What follows belongs to an exercise in optimizing a design on an open flow for small area and a short achievable clock period; a production flow would make more cautious choices.
Function was checked by simulation only, so behaviour that the tests miss may differ from the original.
No activity file was given, so power comes from the tool's default toggle rates.

==> design.v <==
`timescale 1ns / 1ps
module ALU(
  input  wire[3:0]  OPC,   
  input  wire[15:0] IN1,   
  input  wire[15:0] IN2,   
  input  wire       ICF,   
  output wire[15:0] OUT,   
  output reg        OCF,   
  output wire       OZF,   
  output wire       ONF    
);
  reg [15:0] ROUT;
  wire[15:0] ShiftMark; assign ShiftMark = 16'hFFFF;
  assign OZF = (ROUT == 16'b0);
  assign ONF = (OPC[3]) ? (1'b0) : (ROUT[15]);
  assign OUT = (OPC==4'b0000) ? (16'b0) : (ROUT);  
  always @(*) case(OPC)
      4'b0000:begin  
                ROUT        = IN1-IN2;
                OCF         = 0;
              end
      4'b0001:begin  
                ROUT        = 0;
                OCF         = 0;
              end
      4'b0010:begin  
                {OCF,ROUT}  = IN1+IN2+ICF;
              end
      4'b0011:begin  
                ROUT        = 0;
                OCF         = 0;
              end
      4'b0100:begin  
                ROUT        = 0;
                OCF         = 0;
               end
      4'b0101:begin  
                ROUT        = IN1-IN2-ICF;
                OCF         = 0;
              end
      4'b0110:begin  
                {OCF,ROUT}  = IN1+1;
              end
      4'b0111:begin  
                ROUT        = IN2;
                OCF         = 0;
              end
      4'b1000:begin  
                ROUT        = 0;
                OCF         = 0;
              end
      4'b1001:begin  
                ROUT        = IN1^IN2;
                OCF         = 0;
              end
      4'b1010:begin  
                ROUT        = IN1&IN2;
                OCF         = 0;
              end
      4'b1011:begin  
                ROUT        = IN1|IN2;
                OCF         = 0;
              end
      4'b1100:begin  
                {OCF,ROUT}  = IN1 << IN2[3:0]; 
              end
      4'b1101:begin  
                {OCF,ROUT}  = IN1 <<< IN2[3:0];
              end
      4'b1110:begin  
                OCF         = 0;
                {ROUT,OCF}  = {IN1,OCF} >> IN2[3:0];
              end
      4'b1111:begin  
                OCF         = 0;
                if(IN1[15]) {ROUT,OCF}  = {ShiftMark,IN1,OCF} >>> IN2[3:0];
                else        {ROUT,OCF}  = {IN1,OCF} >>> IN2[3:0];
              end
  endcase
endmodule
`timescale 1ns / 1ps
module DCPU(
  input  wire       CLK,           
  input  wire       RST,           
  input  wire       EN,            
  input  wire       Start,         
  output wire[7:0]  InstMemAddr,   
  input  wire[15:0] Inst,          
  output wire[7:0]  DataMemAddr,   
  input  wire[15:0] DataIn,        
  output wire       DataMemWE,     
  output wire[15:0] DataOut        
);
  reg        state;
  reg        next_state;
  reg [7:0]  PC;       
  reg [15:0] GR[0:7];  
  reg [15:0] IDIR;     
  reg [15:0] EXIR;     
  reg [3:0]  EXOP;     
  reg [15:0] MRIR;     
  reg [15:0] WBIR;     
  reg [15:0] EXRA;     
  reg [15:0] EXRB;     
  reg [15:0] EXSD;     
  reg        EXCF;     
  reg [15:0] MRRC;     
  reg        MRCF;     
  reg        MRZF;     
  reg        MRNF;     
  reg        MRDW;     
  reg [15:0] MRSD;     
  reg [15:0] WBRC;     
  reg        PCSt;         
  wire       HazardEX;
  wire       HazardEXL;
  wire       HazardMR;
  wire       HazardMRL;
  wire       HazardWB;
  wire       HazardWBL;
  reg [1:0]  BrSt;         
  wire       HazardCtrl;
  wire[15:0] ALUOUT;
  wire       ALUOCF;
  wire       ALUOZF;
  wire       ALUONF;
  ALU        ALUM(.OPC(EXOP),    
                  .IN1(EXRA),    
                  .IN2(EXRB),    
                  .ICF(EXCF),    
                  .OUT(ALUOUT),  
                  .OCF(ALUOCF),  
                  .OZF(ALUOZF),  
                  .ONF(ALUONF)   
                  );
  assign HazardEX   = EXIR[15];
  assign HazardMR   = MRIR[15];
  assign HazardMRL  = (MRIR[14:11]==4'b0010);
  assign HazardWBX  = WBIR[15]|(WBIR[14:11]==4'b0010);
  assign HazardCtrl = (Inst[15:14]==2'b01)
                    | (Inst[15:11]==5'b00101||
                       Inst[15:11]==5'b00110||
                       Inst[15:11]==5'b00111);
  assign InstMemAddr = PC;
  assign DataMemAddr = MRRC[7:0];
  assign DataMemWE   = MRDW;
  assign DataOut     = MRSD;
  always @(posedge CLK, posedge RST) begin
    if(RST) state <= 1'b0;
    else    state <= next_state;
  end
  always @(*) begin
    case(state)
      1'b0:
        if(EN & Start) next_state <= 1'b1;
        else           next_state <= 1'b0;
      1'b1:
        if(!EN | WBIR[15:11]==5'b00001) next_state <= 1'b0;
        else                         next_state <= 1'b1;
    endcase
  end
  always @(posedge CLK, posedge RST) begin
    if(RST) begin
      IDIR <= 16'b0;   
      PC   <= 8'b0;    
      PCSt <= 1'b0;    
      BrSt <= 2'b0;    
    end
    else begin  
      if(state==1'b1) begin
        if(BrSt==2'b00) IDIR <= Inst;
        else            IDIR <= 16'b0;  
        case(BrSt)
          2'b00: BrSt <= ((HazardCtrl)?(2'b01):(2'b00));
          2'b01: BrSt <= 2'b10;
          2'b10: BrSt <= 2'b11;
          2'b11: BrSt <= 2'b00;
        endcase
        if((MRIR[15:11]==5'b00110)
        || (MRIR[15:11]==5'b00111)
        || (MRIR[15:11]==5'b01000  &&  MRZF)
        || (MRIR[15:11]==5'b01001 && ~MRZF)
        || (MRIR[15:11]==5'b01010  &&  MRNF)
        || (MRIR[15:11]==5'b01011 && ~MRNF)
        || (MRIR[15:11]==5'b01100  &&  MRCF)
        || (MRIR[15:11]==5'b01101 && ~MRCF)
        || (MRIR[15:11]==5'b01110  && ~MRNF)
        || (MRIR[15:11]==5'b01111  &&  MRNF)
        || (MRIR[15:11]==5'b00101  &&  MRZF))
        begin
          PC   <= MRRC[7:0];  
          PCSt <= 1'b0;       
        end
        else begin
          if((Inst==5'b00010)&(~PCSt)) begin
            PC   <= PC;      
            PCSt <= 1'b1;    
          end
          else begin
            if(BrSt==2'b00)
              PC <= PC + 1;  
            else
              PC <= PC;      
            PCSt <= 1'b0;    
          end
        end
      end
      else begin  
        IDIR <= IDIR;       
        PC   <= PC;         
        PCSt <= PCSt;       
        BrSt <= BrSt;       
      end
    end
  end
  always @(posedge CLK, posedge RST) begin
    if(RST) begin
      EXIR  <= 0;        
      EXRA  <= 0;        
      EXRB  <= 0;        
      EXSD  <= 0;        
      EXCF  <= 1'b0;     
      EXOP  <= 4'b0;     
    end
    else begin  
      if(state==1'b1) begin
        EXIR  <= IDIR;
        case(IDIR[15:14])
          2'b00:  begin
                    case(IDIR[13:11])
                      3'b100:   EXOP <= 5'b0000;
                      3'b110:   EXOP <= 5'b0111;
                      default:  EXOP <= 5'b0010;
                    endcase
                  end
          2'b01:  begin
                    EXOP <= 5'b0010;
                  end
          2'b10:  begin
                    if(IDIR[13:11]==3'b000 || IDIR[13:11]==3'b001)
                      EXOP <= 5'b0010;
                    else if(IDIR[13:11]==3'b011 || IDIR[13:11]==3'b100)
                      EXOP <= 5'b0101;
                    else
                      EXOP <= IDIR[14:11];
                  end
          2'b11:  begin
                    if(IDIR[13:11]==3'b000)
                      EXOP <= 5'b0111;
                    else
                      EXOP <= IDIR[14:11];
                  end
        endcase
        if(IDIR[15:11]==5'b10101||IDIR[15:11]==5'b10010)
          EXCF <= MRCF;
        else
          EXCF <= 0;
        if(IDIR[15:11]==5'b00011)
          if      (HazardEX &(IDIR[10:8]==EXIR[10:8])) EXSD <= ALUOUT;
          else if (HazardMR &(IDIR[10:8]==MRIR[10:8])) EXSD <= MRRC;
          else if (HazardMRL&(IDIR[10:8]==MRIR[10:8])) EXSD <= DataIn;
          else if (HazardWBX&(IDIR[10:8]==WBIR[10:8])) EXSD <= WBRC;
          else                                 EXSD <= GR[IDIR[10:8]];
        else
          EXSD <= 0;
        case(IDIR[15:11])
          5'b00010:  begin
                    if      (HazardEX &(IDIR[6:4]==EXIR[10:8])) EXRA <= ALUOUT;
                    else if (HazardMR &(IDIR[6:4]==MRIR[10:8])) EXRA <= MRRC;
                    else if (HazardMRL&(IDIR[6:4]==MRIR[10:8])) EXRA <= DataIn;
                    else if (HazardWBX&(IDIR[6:4]==WBIR[10:8])) EXRA <= WBRC;
                    else                                 EXRA <= GR[IDIR[6:4]];
                    EXRB <= IDIR[3:0];
                  end
          5'b00011: begin
                    if      (HazardEX &(IDIR[6:4]==EXIR[10:8])) EXRA <= ALUOUT;
                    else if (HazardMR &(IDIR[6:4]==MRIR[10:8])) EXRA <= MRRC;
                    else if (HazardMRL&(IDIR[6:4]==MRIR[10:8])) EXRA <= DataIn;
                    else if (HazardWBX&(IDIR[6:4]==WBIR[10:8])) EXRA <= WBRC;
                    else                                 EXRA <= GR[IDIR[6:4]];
                    EXRB <= IDIR[3:0];
                  end
          5'b00101:    begin
                    if      (HazardEX &(IDIR[10:8]==EXIR[10:8])) EXRA <= ALUOUT;
                    else if (HazardMR &(IDIR[10:8]==MRIR[10:8])) EXRA <= MRRC;
                    else if (HazardMRL&(IDIR[10:8]==MRIR[10:8])) EXRA <= DataIn;
                    else if (HazardWBX&(IDIR[10:8]==WBIR[10:8])) EXRA <= WBRC;
                    else                                 EXRA <= GR[IDIR[10:8]];
                    EXRB <= {IDIR[7:4],IDIR[3:0]};
                  end
          5'b00110:  begin
                    if      (HazardEX &(IDIR[10:8]==EXIR[10:8])) EXRA <= ALUOUT;
                    else if (HazardMR &(IDIR[10:8]==MRIR[10:8])) EXRA <= MRRC;
                    else if (HazardMRL&(IDIR[10:8]==MRIR[10:8])) EXRA <= DataIn;
                    else if (HazardWBX&(IDIR[10:8]==WBIR[10:8])) EXRA <= WBRC;
                    else                                 EXRA <= GR[IDIR[10:8]];
                    EXRB <= {IDIR[7:4],IDIR[3:0]};
                  end
          5'b00111:  begin
                    if      (HazardEX &(IDIR[10:8]==EXIR[10:8])) EXRA <= ALUOUT;
                    else if (HazardMR &(IDIR[10:8]==MRIR[10:8])) EXRA <= MRRC;
                    else if (HazardMRL&(IDIR[10:8]==MRIR[10:8])) EXRA <= DataIn;
                    else if (HazardWBX&(IDIR[10:8]==WBIR[10:8])) EXRA <= WBRC;
                    else                                 EXRA <= GR[IDIR[10:8]];
                    EXRB <= {IDIR[7:4],IDIR[3:0]};
                  end
          5'b01000:    begin
                    if      (HazardEX &(IDIR[10:8]==EXIR[10:8])) EXRA <= ALUOUT;
                    else if (HazardMR &(IDIR[10:8]==MRIR[10:8])) EXRA <= MRRC;
                    else if (HazardMRL&(IDIR[10:8]==MRIR[10:8])) EXRA <= DataIn;
                    else if (HazardWBX&(IDIR[10:8]==WBIR[10:8])) EXRA <= WBRC;
                    else                                 EXRA <= GR[IDIR[10:8]];
                    EXRB <= {IDIR[7:4],IDIR[3:0]};
                  end
          5'b01001:   begin
                    if      (HazardEX &(IDIR[10:8]==EXIR[10:8])) EXRA <= ALUOUT;
                    else if (HazardMR &(IDIR[10:8]==MRIR[10:8])) EXRA <= MRRC;
                    else if (HazardMRL&(IDIR[10:8]==MRIR[10:8])) EXRA <= DataIn;
                    else if (HazardWBX&(IDIR[10:8]==WBIR[10:8])) EXRA <= WBRC;
                    else                                 EXRA <= GR[IDIR[10:8]];
                    EXRB <= {IDIR[7:4],IDIR[3:0]};
                  end
          5'b01010:    begin
                    if      (HazardEX &(IDIR[10:8]==EXIR[10:8])) EXRA <= ALUOUT;
                    else if (HazardMR &(IDIR[10:8]==MRIR[10:8])) EXRA <= MRRC;
                    else if (HazardMRL&(IDIR[10:8]==MRIR[10:8])) EXRA <= DataIn;
                    else if (HazardWBX&(IDIR[10:8]==WBIR[10:8])) EXRA <= WBRC;
                    else                                 EXRA <= GR[IDIR[10:8]];
                    EXRB <= {IDIR[7:4],IDIR[3:0]};
                  end
          5'b01011:   begin
                    if      (HazardEX &(IDIR[10:8]==EXIR[10:8])) EXRA <= ALUOUT;
                    else if (HazardMR &(IDIR[10:8]==MRIR[10:8])) EXRA <= MRRC;
                    else if (HazardMRL&(IDIR[10:8]==MRIR[10:8])) EXRA <= DataIn;
                    else if (HazardWBX&(IDIR[10:8]==WBIR[10:8])) EXRA <= WBRC;
                    else                                 EXRA <= GR[IDIR[10:8]];
                    EXRB <= {IDIR[7:4],IDIR[3:0]};
                  end
          5'b01100:    begin
                    if      (HazardEX &(IDIR[10:8]==EXIR[10:8])) EXRA <= ALUOUT;
                    else if (HazardMR &(IDIR[10:8]==MRIR[10:8])) EXRA <= MRRC;
                    else if (HazardMRL&(IDIR[10:8]==MRIR[10:8])) EXRA <= DataIn;
                    else if (HazardWBX&(IDIR[10:8]==WBIR[10:8])) EXRA <= WBRC;
                    else                                 EXRA <= GR[IDIR[10:8]];
                    EXRB <= {IDIR[7:4],IDIR[3:0]};
                  end
          5'b01101:   begin
                    if      (HazardEX &(IDIR[10:8]==EXIR[10:8])) EXRA <= ALUOUT;
                    else if (HazardMR &(IDIR[10:8]==MRIR[10:8])) EXRA <= MRRC;
                    else if (HazardMRL&(IDIR[10:8]==MRIR[10:8])) EXRA <= DataIn;
                    else if (HazardWBX&(IDIR[10:8]==WBIR[10:8])) EXRA <= WBRC;
                    else                                 EXRA <= GR[IDIR[10:8]];
                    EXRB <= {IDIR[7:4],IDIR[3:0]};
                  end
          5'b01110:   begin
                    if      (HazardEX &(IDIR[10:8]==EXIR[10:8])) EXRA <= ALUOUT;
                    else if (HazardMR &(IDIR[10:8]==MRIR[10:8])) EXRA <= MRRC;
                    else if (HazardMRL&(IDIR[10:8]==MRIR[10:8])) EXRA <= DataIn;
                    else if (HazardWBX&(IDIR[10:8]==WBIR[10:8])) EXRA <= WBRC;
                    else                                 EXRA <= GR[IDIR[10:8]];
                    EXRB <= {IDIR[7:4],IDIR[3:0]};
                  end
          5'b01111:    begin
                    if      (HazardEX &(IDIR[10:8]==EXIR[10:8])) EXRA <= ALUOUT;
                    else if (HazardMR &(IDIR[10:8]==MRIR[10:8])) EXRA <= MRRC;
                    else if (HazardMRL&(IDIR[10:8]==MRIR[10:8])) EXRA <= DataIn;
                    else if (HazardWBX&(IDIR[10:8]==WBIR[10:8])) EXRA <= WBRC;
                    else                                 EXRA <= GR[IDIR[10:8]];
                    EXRB <= {IDIR[7:4],IDIR[3:0]};
                  end
          5'b10001:  begin
                    if      (HazardEX &(IDIR[10:8]==EXIR[10:8])) EXRA <= ALUOUT;
                    else if (HazardMR &(IDIR[10:8]==MRIR[10:8])) EXRA <= MRRC;
                    else if (HazardMRL&(IDIR[10:8]==MRIR[10:8])) EXRA <= DataIn;
                    else if (HazardWBX&(IDIR[10:8]==WBIR[10:8])) EXRA <= WBRC;
                    else                                 EXRA <= GR[IDIR[10:8]];
                    EXRB <= {IDIR[7:4],IDIR[3:0]};
                  end
          5'b10100:  begin
                    if      (HazardEX &(IDIR[10:8]==EXIR[10:8])) EXRA <= ALUOUT;
                    else if (HazardMR &(IDIR[10:8]==MRIR[10:8])) EXRA <= MRRC;
                    else if (HazardMRL&(IDIR[10:8]==MRIR[10:8])) EXRA <= DataIn;
                    else if (HazardWBX&(IDIR[10:8]==WBIR[10:8])) EXRA <= WBRC;
                    else                                 EXRA <= GR[IDIR[10:8]];
                    EXRB <= {IDIR[7:4],IDIR[3:0]};
                  end
          5'b10111:  begin
                    if      (HazardEX &(IDIR[10:8]==EXIR[10:8])) EXRA <= ALUOUT;
                    else if (HazardMR &(IDIR[10:8]==MRIR[10:8])) EXRA <= MRRC;
                    else if (HazardMRL&(IDIR[10:8]==MRIR[10:8])) EXRA <= DataIn;
                    else if (HazardWBX&(IDIR[10:8]==WBIR[10:8])) EXRA <= WBRC;
                    else                                 EXRA <= GR[IDIR[10:8]];
                    EXRB <= {IDIR[7:4],IDIR[3:0]};
                  end
          5'b11000:  begin
                    if      (HazardEX &(IDIR[10:8]==EXIR[10:8])) EXRA <= ALUOUT;
                    else if (HazardMR &(IDIR[10:8]==MRIR[10:8])) EXRA <= MRRC;
                    else if (HazardMRL&(IDIR[10:8]==MRIR[10:8])) EXRA <= DataIn;
                    else if (HazardWBX&(IDIR[10:8]==WBIR[10:8])) EXRA <= WBRC;
                    else                                 EXRA <= GR[IDIR[10:8]];
                    EXRB <= {IDIR[7:4],IDIR[3:0],8'b0};
                  end
          default:begin
                    if      (HazardEX &(IDIR[6:4]==EXIR[10:8])) EXRA <= ALUOUT;
                    else if (HazardMR &(IDIR[6:4]==MRIR[10:8])) EXRA <= MRRC;
                    else if (HazardMRL&(IDIR[6:4]==MRIR[10:8])) EXRA <= DataIn;
                    else if (HazardWBX&(IDIR[6:4]==WBIR[10:8])) EXRA <= WBRC;
                    else                                 EXRA <= GR[IDIR[6:4]];
                    if      (HazardEX &(IDIR[2:0]==EXIR[10:8])) EXRB <= ALUOUT;
                    else if (HazardMR &(IDIR[2:0]==MRIR[10:8])) EXRB <= MRRC;
                    else if (HazardMRL&(IDIR[2:0]==MRIR[10:8])) EXRB <= DataIn;
                    else if (HazardWBX&(IDIR[2:0]==WBIR[10:8])) EXRB <= WBRC;
                    else                                 EXRB <= GR[IDIR[2:0]];
                  end
        endcase
      end
      else begin  
        EXIR  <= EXIR;     
        EXRA  <= EXRA;     
        EXRB  <= EXRB;     
        EXSD  <= EXSD;     
        EXCF  <= EXCF;     
      end
    end
  end
  always @(posedge CLK, posedge RST) begin
    if(RST) begin
      MRIR  <= 0;          
      MRRC  <= 0;          
      MRCF  <= 1'b0;       
      MRZF  <= 1'b0;       
      MRNF  <= 1'b0;       
      MRDW  <= 1'b0;       
      MRSD  <= 0;          
    end
    else begin  
      if(state==1'b1) begin
        MRIR  <= EXIR;
        MRRC  <= ALUOUT;
        MRCF  <= ALUOCF;
        MRZF  <= ALUOZF;
        MRNF  <= ALUONF;
        MRDW  <= (EXIR[15:11]==5'b00011);
        MRSD  <= EXSD;
      end
      else begin  
        MRIR  <= MRIR;     
        MRRC  <= MRRC;     
        MRCF  <= MRCF;     
        MRZF  <= MRZF;     
        MRNF  <= MRNF;     
        MRDW  <= MRDW;     
        MRSD  <= MRSD;     
      end
    end
  end
  always @(posedge CLK, posedge RST) begin
    if(RST) begin
      WBIR  <= 0;          
      WBRC  <= 0;          
    end
    else begin  
      if(state==1'b1) begin
        WBIR  <= MRIR;
        if(MRIR[15:11]==5'b00010) WBRC <= DataIn;
        else                   WBRC <= MRRC;
      end
      else begin  
        WBIR  <= 0;        
        WBRC  <= 0;        
      end
    end
  end
  always @(posedge CLK, posedge RST) begin
    if(RST) begin
      GR[0] <= 0;          
      GR[1] <= 0;
      GR[2] <= 0;
      GR[3] <= 0;
      GR[4] <= 0;
      GR[5] <= 0;
      GR[6] <= 0;
      GR[7] <= 0;
    end
    else begin  
      if((state==1'b1) && ((WBIR[15:11]==5'b00010)|WBIR[15]))
      begin
        GR[0] <= (WBIR[10:8]==3'h0) ? (WBRC) : (GR[0]);
        GR[1] <= (WBIR[10:8]==3'h1) ? (WBRC) : (GR[1]);
        GR[2] <= (WBIR[10:8]==3'h2) ? (WBRC) : (GR[2]);
        GR[3] <= (WBIR[10:8]==3'h3) ? (WBRC) : (GR[3]);
        GR[4] <= (WBIR[10:8]==3'h4) ? (WBRC) : (GR[4]);
        GR[5] <= (WBIR[10:8]==3'h5) ? (WBRC) : (GR[5]);
        GR[6] <= (WBIR[10:8]==3'h6) ? (WBRC) : (GR[6]);
        GR[7] <= (WBIR[10:8]==3'h7) ? (WBRC) : (GR[7]);
      end
      else begin  
        GR[0] <= GR[0];    
        GR[1] <= GR[1];
        GR[2] <= GR[2];
        GR[3] <= GR[3];
        GR[4] <= GR[4];
        GR[5] <= GR[5];
        GR[6] <= GR[6];
        GR[7] <= GR[7];
      end
    end
  end
endmodule
==> run.sh <==
#!/bin/bash
# synth_recipe.tcl (not shown) runs the flow's synth.tcl, then flattens the netlist and writes it again
# the make line also repeats each setting of config.mk as NAME=value (left out here)
make -C /OpenROAD-flow-scripts/flow DESIGN_CONFIG=/design/flow/config.mk WORK_HOME=/design/flow/orfs CLKGATE_MAP_FILE= SYNTH_SCRIPT=/design/flow/synth_recipe.tcl finish
==> config.mk <==
export PLATFORM = sky130hd
export DESIGN_NAME = DCPU
export DESIGN_NICKNAME = DCPU
export VERILOG_FILES = /design/flow/design.v
export SDC_FILE = /design/flow/constraint.sdc
export NUM_CORES = 4
export LEC_CHECK = 0
export CAP_MARGIN = 20
export CORE_MARGIN = 2
export CORE_UTILIZATION = 40
export SLEW_MARGIN = 20
==> constraint.sdc <==
create_clock -name core_clock -period 5.0 [get_ports {CLK}]
set_input_delay 1.0000 -clock core_clock [delete_from_list [all_inputs] [get_ports {CLK}]]
set_output_delay 1.0000 -clock core_clock [all_outputs]
set_load 0.01 [all_outputs]
==> results.json <==
{
  "wl_per_cell_um": 27.5,
  "critPathSlowestCell": "or4_1",
  "clockBufferDepth": 3,
  "postCtsHoldBufs": 0,
  "end_kind": "flop",
  "synth.cell_area_um2": 22600,
  "synth_edf_count": 0,
  "drive_gt1_share_pct": 18.1,
  "cp_top_family": "simple AND/OR/NAND/NOR gates",
  "cts.sinks": 285,
  "core.rowCount": 87,
  "ys_warn_count": 4,
  "cts_root_buffer": "clkbuf_16",
  "final_max_slew_viol_count": 0,
  "overflow": 0,
  "worstMarginPinSlew_ns": 1.18,
  "fin_worst_skew_ns": 0.0191,
  "worstSetupPathDepth": 14,
  "port_buffers": 68,
  "worstSetupPathType": "flop to flop",
  "ys_ff_latch": 285,
  "grt_antenna_before_repair": 1,
  "final_common_cell": "dfrtp_1",
  "r2r_cells": 14,
  "core_area_um2": 56200,
  "fmax_mhz": 216,
  "fill_cells": 5507,
  "via_per_inst": 6.48,
  "cts_tree": "yes",
  "dieArea_um2": 58500,
  "synth_flop_cell": "dfrtp_1",
  "final-hold-violation-count": 0,
  "yosysUniqueCellTypes": 99,
  "nets": 2642,
  "worstSkewPairLatency_ns": 0.56,
  "cts_setup_buffers": 0,
  "hold_depth": 1,
  "route.detailed.drc": 0,
  "cp-start-kind": "flop",
  "syn_to_final_growth_pct": 11.9,
  "cts_buffers": 35,
  "fin_hold_ws_ns": 0.505,
  "drtIter0Drc": 2412,
  "synth_cells": 2570,
  "start_util_pct": 40.3,
  "totalWireLength_um": 91500,
  "rrSetupSlack_ns": 0.37,
  "finalSetupViolations": 0,
  "dr_total_vias": 21600,
  "final_cell_mix": "280 x dfrtp_1, 231 x nand2_1, 198 x nor2_1",
  "grt_pass1_wl_um": 137000,
  "h-tree-depth": 2,
  "path_clk_slew_ns": 0.07,
  "critPathMostFrequentCell": "inv_1",
  "maxCapViolations": 0,
  "grt_util_all_layers_pct": 30.6,
  "io_pins": 69,
  "maxSlewHeadroom_pct": 21.5,
  "status": "complete, no violations",
  "max_stage_delay_ns": 0.70,
  "drtPass1Iterations": 8,
  "ys_seq_area_share_pct": 31.5,
  "dieWidth_um": 242,
  "ant_nets": 0,
  "cp.required_ns": 5.39,
  "hp-class": "flop to flop",
  "synthArstFlopShare_pct": 100,
  "crit_chain": "inv_1 > ha_1 > inv_1 > fa_1 > nor2b_1 > o31ai_1 > xor2_1 > or4_1 > nand3b_1 > mux2_1 > nor4_1 > a21oi_1 > o21ai_1 > o211ai_1",
  "grt_max_degree": 145,
  "tns_ns": 0,
  "post-route-min-period_ns": 4.63,
  "syn_nets": 2664,
  "cp_data_arrival_time_ns": 5.03,
  "gp_congestion": 1.01,
  "path_max_fanout": 10,
  "rsz0062_at_grt": "no",
  "grt_pass1_vias": 20800,
  "vdd.ir_drop.worst_uv": 317,
  "post-route-period-util_pct": 92.7,
  "total_leakage_power_nw": 10.7,
  "pwr_density_cell_nw_per_um2": 639,
  "fp.dieH_um": 242,
  "avgSynthCellArea_um2": 8.80,
  "hpwlAfterDp_um": 66600,
  "path_buf_inv": 2,
  "post_cts_resized": 0
}
-- worst paths after layout --
kind / startpoint / end
setup / recovery: EXRA[0] / EXRB[10]
hold reg to reg: PCSt / PCSt
min in group asynchronous: RST / EXIR[8]
max in group asynchronous: RST / EXRB[0]
setup reg to reg: EXRA[0] / EXRB[10]
hold / removal: PCSt / PCSt
-- through the flow --
step | instance area [um^2] | util [%] | setup slack (ns) | std cells | power, mW
final | 25300 | 45.1 | 0.367 | 3331 | 16.2
after CTS | 25300 | 45.1 | 0.446 | 3330 | 15.9
after global routing | 25300 | 45.1 | 0.0696 | 3331 | 17.1
after floorplan | 22600 | - | 0.223 | 2570 | 9.98
after detailed placement | 24100 | 43.0 | 0.480 | 3267 | 13.2
after global placement | 24100 | 43.0 | 0.587 | 3267 | 13.2
-- power breakdown --
part | switching [mW] | leakage, nW | total (mW) | internal (mW)
logic | 6.25 | 6.33 | 9.98 | 3.73
registers | 0.830 | 3.82 | 3.56 | 2.73
clock network | 1.09 | 0.571 | 2.63 | 1.54
-- sequential cells by signal, summed over array words and instances (netlist names), 2 cells and up --
name / flops
EXIR: 8
MRSD: 16
GR: 128
PC: 8
EXSD: 16
WBIR: 8
IDIR: 16
EXRA: 16
MRIR: 8
WBRC: 16
BrSt: 2
EXOP: 4
MRRC: 16
EXRB: 16
-- kinds of logic after synthesis --
logic type	share of synthesized area [%]
compound gates	22.2
xor+xnor	2.67
fa+ha+maj	3.31
buf+inv	6.13
flops	31.5
mux	18.6
simple gates	15.5
-- cell usage after synthesis, types with 20 or more instances --
library cell / instances / area, um^2
dfrtp_1: 285 / 7130
nand2_1: 231 / 867
nor2_1: 198 / 743
mux2_2: 188 / 2120
a21oi_1: 187 / 936
clkbuf_1: 169 / 634
o21ai_0: 166 / 831
inv_1: 84 / 315
nand3_1: 74 / 370
mux2i_1: 71 / 711
mux4_2: 59 / 1330
nor3_1: 58 / 290
o211ai_1: 58 / 435
ha_1: 55 / 688
xnor2_1: 46 / 403
a211oi_1: 45 / 338
a221oi_1: 40 / 350
a31oi_1: 34 / 213
buf_2: 34 / 170
o22ai_1: 33 / 206
nor2b_1: 29 / 181
a22oi_1: 25 / 188
xor2_1: 23 / 201
buf_1: 20 / 75.1
-- worst register-to-register path: stages (launching register included) --
cell      delay, ns
dfrtp_1        0.50
inv_1          0.19
ha_1           0.23
inv_1          0.07
fa_1           0.43
nor2b_1        0.19
o31ai_1        0.27
xor2_1         0.21
or4_1          0.70
nand3b_1       0.29
mux2_1         0.35
nor4_1         0.45
a21oi_1        0.28
o21ai_1        0.20
o211ai_1       0.13
-- area by class of cell --
type                       instances  area (um^2)  area share (%)
clock buffer                      50         1020            4.04
clock inverter                    13          143           0.564
multi-input combinational       1951        14100            55.8
tap                              756          946            3.74
timing repair buffer             184         1590            6.28
antenna                            1         2.50         0.00989
inverter                          91          345            1.36
sequential                       285         7140            28.2
-- layer usage --
metal  share of wire (%)  track usage, %  up-vias
met5                   0               0        -
met4                 6.7            17.8        0
met3                 7.5            4.31      270
met2                  45            48.6     1193
met1                  40            40.0    10600
li1                    -               -     9478

[port drivers added, routing unchanged]
No port has a modelled driver above. Below, the same layout with a new extraction and two added sets of constraints. Step 1 (the two cells are an assumption about what drives the block):
set clk [get_ports {CLK}]
set_driving_cell -lib_cell sky130_fd_sc_hd__clkbuf_16 $clk
set_driving_cell -lib_cell sky130_fd_sc_hd__buf_2 [delete_from_list [all_inputs] $clk]
Step 2 adds t to the input delays and takes it off the output delays; t is the mean of the earliest and latest rising clock arrival at the registers after step 1. Input paths then give back, and output paths get back, about the clock's delay inside the block. Slacks: ideal / step 1 / step 2; pairs: ideal / step 1.
t, ns: 0.608
slack for setup (ns): 0.367 / 0.367 / 0.367
worst setup path at the end: register to register
pins driven straight from the clock port: 1
After both steps setup and hold are still met in this run. The setup slack of this run moves by 0.000 ns with the drivers and by 0.000 ns with both steps.
